What follows belongs to an exercise in optimizing a design on an open flow for small area and a short achievable clock period; a production flow would make more cautious choices.
Only simulation tests tie the RTL to the original design; equivalence was not proved.
Power and IR drop assume default switching activity.

== run 1 ==
==> flow/design.v (excerpt) <==
module ALU(X, B, R, y, valid_in, clk);
    input [15:0] X, B;
    input clk;
    input R;
    input valid_in;
    output reg [38:0] y;
  wire [6:0] yh = y[38:32] & {7{~R}};
  wire [6:0] hi;
  wire n1;
  c_f0 u_n1 (.i0(valid_in), .i1(R), .o0(n1));
  wire n2;
  c_f1 u_n2 (.i0(B[0]), .i1(n1), .o0(n2));
  wire n3;
  c_f1 u_n3 (.i0(B[1]), .i1(n1), .o0(n3));
  wire n4;
  c_f1 u_n4 (.i0(B[2]), .i1(n1), .o0(n4));
  wire n5;
  c_f1 u_n5 (.i0(B[3]), .i1(n1), .o0(n5));
  wire n6;
  c_f1 u_n6 (.i0(B[4]), .i1(n1), .o0(n6));
  wire n7;
  c_f1 u_n7 (.i0(B[5]), .i1(n1), .o0(n7));
  wire n8;
  c_f1 u_n8 (.i0(B[6]), .i1(n1), .o0(n8));
  wire n9;
  c_f1 u_n9 (.i0(B[7]), .i1(n1), .o0(n9));
  wire n10;
  c_f1 u_n10 (.i0(B[8]), .i1(n1), .o0(n10));
  wire n11;
  c_f1 u_n11 (.i0(B[9]), .i1(n1), .o0(n11));
  wire n12;
  c_f1 u_n12 (.i0(B[10]), .i1(n1), .o0(n12));
  wire n13;
  c_f1 u_n13 (.i0(B[11]), .i1(n1), .o0(n13));
  wire n14;
  c_f1 u_n14 (.i0(B[12]), .i1(n1), .o0(n14));
  wire n15;
  c_f1 u_n15 (.i0(B[13]), .i1(n1), .o0(n15));
  wire n16;
  c_f1 u_n16 (.i0(B[14]), .i1(n1), .o0(n16));
  wire n17;
  c_f1 u_n17 (.i0(B[15]), .i1(n1), .o0(n17));
  wire n18;
  c_f2 u_n18 (.i0(X[0]), .i1(n2), .o0(n18));
  wire n19;
  c_f2 u_n19 (.i0(X[0]), .i1(n3), .o0(n19));
  wire n20;
  c_f2 u_n20 (.i0(X[0]), .i1(n4), .o0(n20));
  wire n21;
  c_f2 u_n21 (.i0(X[0]), .i1(n5), .o0(n21));
  wire n22;
  c_f2 u_n22 (.i0(X[0]), .i1(n6), .o0(n22));
  wire n23;
  c_f2 u_n23 (.i0(X[0]), .i1(n7), .o0(n23));
  wire n24;
  c_f2 u_n24 (.i0(X[0]), .i1(n8), .o0(n24));
  wire n25;
  c_f2 u_n25 (.i0(X[0]), .i1(n9), .o0(n25));
  wire n26;
  c_f2 u_n26 (.i0(X[0]), .i1(n10), .o0(n26));
  wire n27;
  c_f2 u_n27 (.i0(X[0]), .i1(n11), .o0(n27));
  wire n28;
  c_f2 u_n28 (.i0(X[0]), .i1(n12), .o0(n28));
  wire n29;
  c_f2 u_n29 (.i0(X[0]), .i1(n13), .o0(n29));
  wire n30;
  c_f2 u_n30 (.i0(X[0]), .i1(n14), .o0(n30));
  wire n31;
  c_f2 u_n31 (.i0(X[0]), .i1(n15), .o0(n31));
  wire n32;
  c_f2 u_n32 (.i0(X[0]), .i1(n16), .o0(n32));
  wire n33;
  c_f2 u_n33 (.i0(X[0]), .i1(n17), .o0(n33));
  wire n34;
  ...
Size: about 1100 cells after synthesis, about 39 flip-flops.
Settings: LEC_CHECK=0, CAP_MARGIN=20, CORE_MARGIN=2, CORE_UTILIZATION=60, SETUP_SLACK_MARGIN=3, SLEW_MARGIN=20, SYNTH_HIERARCHICAL=1, SYNTH_MINIMUM_KEEP_SIZE=0; clock period 10.0 ns.
standard.sh (not shown) runs the stock make flow with config.mk's settings and CLKGATE_MAP_FILE= SYNTH_SCRIPT=/design/flow/synth_recipe.tcl, a recipe that flattens the netlist after the stock synthesis.
==> flow/flow/run.sh <==
#!/bin/bash
# The standard layout, with every input and output port buffered by a
# plain buffer (buf_2) instead of the default delay-cell buffer; the
# resizer may then size these buffers like any other.
set -euo pipefail
cd "$(dirname "$0")/.."
export BUFFER_PORTS_ARGS="-buffer_cell sky130_fd_sc_hd__buf_2"
bash standard.sh > flow_standard.log 2>&1
## Diff of input files: run 2 against run 1
Settings: a change of CORE_UTILIZATION from 60 to 40.
Notes after the runs:
Higher clock network fraction of total power among run 2 and run 1: run 2. Against run 1, wire length in run 2 fell by a few percent. Run comparison: run 2 endpoint of the worst setup timing path y[36]; run 1 endpoint of the worst setup timing path y[32]. Per the comparison of run 2 with run 1, total global routing track utilization down 11 points; iteration-0 DRC count of the detailed router down 40; final cell count without fillers up 89; core occupancy in the finished layout down 25 points.
diff inputs: run 2 => run 3
Settings: swapping 3 for 3.5 in SETUP_SLACK_MARGIN.
Notes after the runs:
- Where top achievable clock speed is concerned, run 2 is outperformed by run 3.
- Run 3 against run 2; number of buffers inserted by post-CTS setup repair is up by more than 100%.
- Vias: run 3 more than run 2
- Run 3 vs. run 2: cell count along the critical path barely changed; wire length climbed about 3%; met3 layer usage reported by global route climbed 0.16 points; area growth from synthesis to layout climbed 6.1 points; number of cells in the finished layout apart from fillers climbed about 3.7%.
Inputs modified between run 3 and run 4:
Settings: a change of SETUP_SLACK_MARGIN from 3.5 to 2.5.
==> flow/flow/run.sh <==
#!/bin/bash
# The standard layout, with every input and output port buffered by a
# plain buffer (buf_2) instead of the default delay-cell buffer, and
# power recovery (downsizing of gates off the critical paths) after
# global routing.
set -euo pipefail
cd "$(dirname "$0")/.."
bash standard.sh "BUFFER_PORTS_ARGS=-buffer_cell sky130_fd_sc_hd__buf_2" RECOVER_POWER=100 finish > flow_standard.log 2>&1
==> summary.txt <==
Run 4 vs run 3: filler-free cell count of the finished design down. Run 4 vs. run 3: total wire length fell 3.7%, worst IR drop on VDD fell about 20%. First-pass GRT wire length delta (run 4 − run 3): favourable. Diff run 3 -> run 4: power share of the clock group went up 2.6 points, final critical-path setup slack went down 1.29 ns. Run 4 ended up with a lower relative area change from synthesis to final layout than run 3 did.

========
ALU, a different RTL version from the one above (not shown whole).
Size: ~39 flip-flops, roughly 9600 um2 of cells after synthesis.
## ALU
module ALU(X, B, R, y, valid_in, clk);
    input [15:0] X, B;
    input clk;
    input R;
    input valid_in;
    output reg [38:0] y;
  wire [6:0] yh;
  wire [6:0] hi;
  wire n1;
  c_f0 u_n1 (.i0(B[0]), .i1(valid_in), .i2(R), .o0(n1));
  wire n2;
  c_f0 u_n2 (.i0(B[1]), .i1(valid_in), .i2(R), .o0(n2));
  wire n3;
  c_f0 u_n3 (.i0(B[2]), .i1(valid_in), .i2(R), .o0(n3));
  wire n4;
  c_f0 u_n4 (.i0(B[3]), .i1(valid_in), .i2(R), .o0(n4));
  wire n5;
  c_f0 u_n5 (.i0(B[4]), .i1(valid_in), .i2(R), .o0(n5));
  wire n6;
  c_f0 u_n6 (.i0(B[5]), .i1(valid_in), .i2(R), .o0(n6));
  wire n7;
  c_f0 u_n7 (.i0(B[6]), .i1(valid_in), .i2(R), .o0(n7));
  wire n8;
  c_f0 u_n8 (.i0(B[7]), .i1(valid_in), .i2(R), .o0(n8));
  wire n9;
  c_f0 u_n9 (.i0(B[8]), .i1(valid_in), .i2(R), .o0(n9));
  wire n10;
  c_f0 u_n10 (.i0(B[9]), .i1(valid_in), .i2(R), .o0(n10));
  wire n11;
  c_f0 u_n11 (.i0(B[10]), .i1(valid_in), .i2(R), .o0(n11));
  wire n12;
  c_f0 u_n12 (.i0(B[11]), .i1(valid_in), .i2(R), .o0(n12));
  wire n13;
  c_f0 u_n13 (.i0(B[12]), .i1(valid_in), .i2(R), .o0(n13));
  wire n14;
  c_f0 u_n14 (.i0(B[13]), .i1(valid_in), .i2(R), .o0(n14));
  wire n15;
  c_f0 u_n15 (.i0(B[14]), .i1(valid_in), .i2(R), .o0(n15));
  wire n16;
  c_f0 u_n16 (.i0(B[15]), .i1(valid_in), .i2(R), .o0(n16));
  wire n17;
  c_f1 u_n17 (.i0(X[0]), .i1(n1), .o0(n17));
  wire n18;
  c_f1 u_n18 (.i0(X[0]), .i1(n2), .o0(n18));
  wire n19;
  c_f1 u_n19 (.i0(X[0]), .i1(n3), .o0(n19));
  wire n20;
  c_f1 u_n20 (.i0(X[0]), .i1(n4), .o0(n20));
  wire n21;
  c_f1 u_n21 (.i0(X[0]), .i1(n5), .o0(n21));
  wire n22;
  c_f1 u_n22 (.i0(X[0]), .i1(n6), .o0(n22));
  wire n23;
  c_f1 u_n23 (.i0(X[0]), .i1(n7), .o0(n23));
  wire n24;
  c_f1 u_n24 (.i0(X[0]), .i1(n8), .o0(n24));
  wire n25;
  c_f1 u_n25 (.i0(X[0]), .i1(n9), .o0(n25));
  wire n26;
  c_f1 u_n26 (.i0(X[0]), .i1(n10), .o0(n26));
  wire n27;
  c_f1 u_n27 (.i0(X[0]), .i1(n11), .o0(n27));
  wire n28;
  c_f1 u_n28 (.i0(X[0]), .i1(n12), .o0(n28));
  ...
clock: 10.0 ns
lec_check: 0
cap_margin: 20
core_margin: 2
core_utilization: 40
place_density: 0.8
setup_slack_margin: 2.75
slew_margin: 20
synth_hierarchical: 1
synth_minimum_keep_size: 0
==> flow/flow/run.sh <==
#!/bin/bash
# The standard layout, with every input and output port buffered by a
# plain buffer (buf_1) instead of the default delay-cell buffer; the
# resizer may then size these buffers like any other.
set -euo pipefail
cd "$(dirname "$0")/.."
export BUFFER_PORTS_ARGS="-buffer_cell sky130_fd_sc_hd__buf_1"
bash standard.sh > flow_standard.log 2>&1
The first run completed without violations.
Next try:
SETUP_SLACK_MARGIN = 3   (was 2.75)
- maximum frequency rose by 2.7%
- synthesized cell count stays the same
- core utilization goes up by 1.7 points
- first-iteration DRC count increases by 4.7%
- area after synthesis does not change
- worst hold slack gets worse by 0.015 ns
- global-route usage climbs by 0.28 points
- wire length rises by 1.7%
- design area rises by 3.6%

========
## try-maple
Another version of the RTL of ALU (not shown whole).
Size in the first run: roughly 1100 cells after synthesis, roughly 74 I/O pins, roughly 9700 um2 of cells after synthesis.
Settings: LEC_CHECK=0, CAP_MARGIN=20, CORE_MARGIN=2, CORE_UTILIZATION=40, PLACE_DENSITY=0.8, SETUP_SLACK_MARGIN=3, SLEW_MARGIN=20, SYNTH_HIERARCHICAL=1, SYNTH_MINIMUM_KEEP_SIZE=0; clock period 10.0 ns.
Scripts as last shown in full above: flow/flow/run.sh
Inputs modified between try-maple and try-harbor:
Settings: PLACE_DENSITY removed (was 0.8).
### Flow results
Going from try-maple to try-harbor, design area saw an increase, routed length on met3 saw a decrease.
Taking try-maple as the reference, in try-harbor footprint of the multi-input gates lost 0.37%; fraction of the core area covered by cells at the end of the flow picked up an extra 0.37 points; number of clock buffers in the layout neither gained nor lost much.
Relative to try-harbor, the following input files were edited for try-nickel:
Settings: PLACE_DENSITY now 0.8, previously not set.
--- a/flow/flow/run.sh
+++ b/flow/flow/run.sh
@@ -3 +3 @@
-# plain buffer (buf_1) instead of the default delay-cell buffer; the
+# plain buffer (buf_2) instead of the default delay-cell buffer; the
@@ -7 +7 @@
-export BUFFER_PORTS_ARGS="-buffer_cell sky130_fd_sc_hd__buf_1"
+export BUFFER_PORTS_ARGS="-buffer_cell sky130_fd_sc_hd__buf_2"
--- outcome ---
- Non-clock buffer count in the final layout ended up about 5% lower on try-nickel than on try-harbor.
- Diff try-harbor -> try-nickel | cell area | down slightly
- In try-nickel relative to try-harbor, cell internal power dissipation had gone down by a few percent.
- Relative to try-harbor, cell area after placement has gone up in try-nickel.
- [try-nickel vs try-harbor] via count: higher in try-nickel
- try-nickel vs try-harbor, net total in the final layout went down by 5.
- Of try-harbor and try-nickel, the higher period utilization belongs to try-nickel.
- On layout multi-input combinational cell count, try-harbor and try-nickel are basically level.

## separate check: timing with driven ports
In the flow no input, the clock included, has a driving cell. The finished layouts below were timed again as built, in two steps.
Step 1: set_driving_cell puts a clkbuf_16 on clk and a buf_2 on each other input, an assumption about the parent block.
Step 2 moves the port delays by t, midway between the first and last clock arrival at a register: inputs arrive t later, outputs are due t later. That takes back most of the time a late clock gives input paths.
Slacks: ideal / step 1 / step 2; pairs: ideal / step 1.
run | shift t [ns] | setup WS [ns] | worst setup path after step 2 | cell pins on the clock port's net
run 1 | 0.320 | 2.748 / 2.718 / 2.398 | input to register | 1
run 2 | 0.343 | 2.846 / 2.843 / 2.500 | input to register | 1
run 3 | 0.349 | 2.933 / 2.932 / 2.584 | input to register | 1
run 4 | 0.353 | 1.644 / 1.670 / 1.317 | input to register | 1
the first run of note 2 | 0.346 | 2.832 / 2.846 / 2.501 | input to register | 1
the second run of note 2 | 0.341 | 3.019 / 2.984 / 2.644 | input to register | 1
try-maple | 0.344 | 3.006 / 2.879 / 2.536 | input to register | 1
try-harbor | 0.350 | 3.017 / 2.960 / 2.610 | input to register | 1
try-nickel | 0.346 | 2.927 / 2.799 / 2.453 | input to register | 1
After both steps setup and hold are still met in every run listed. The setup slack of try-nickel, which loses most, moves by -0.128 ns with the drivers and by -0.474 ns with both steps.
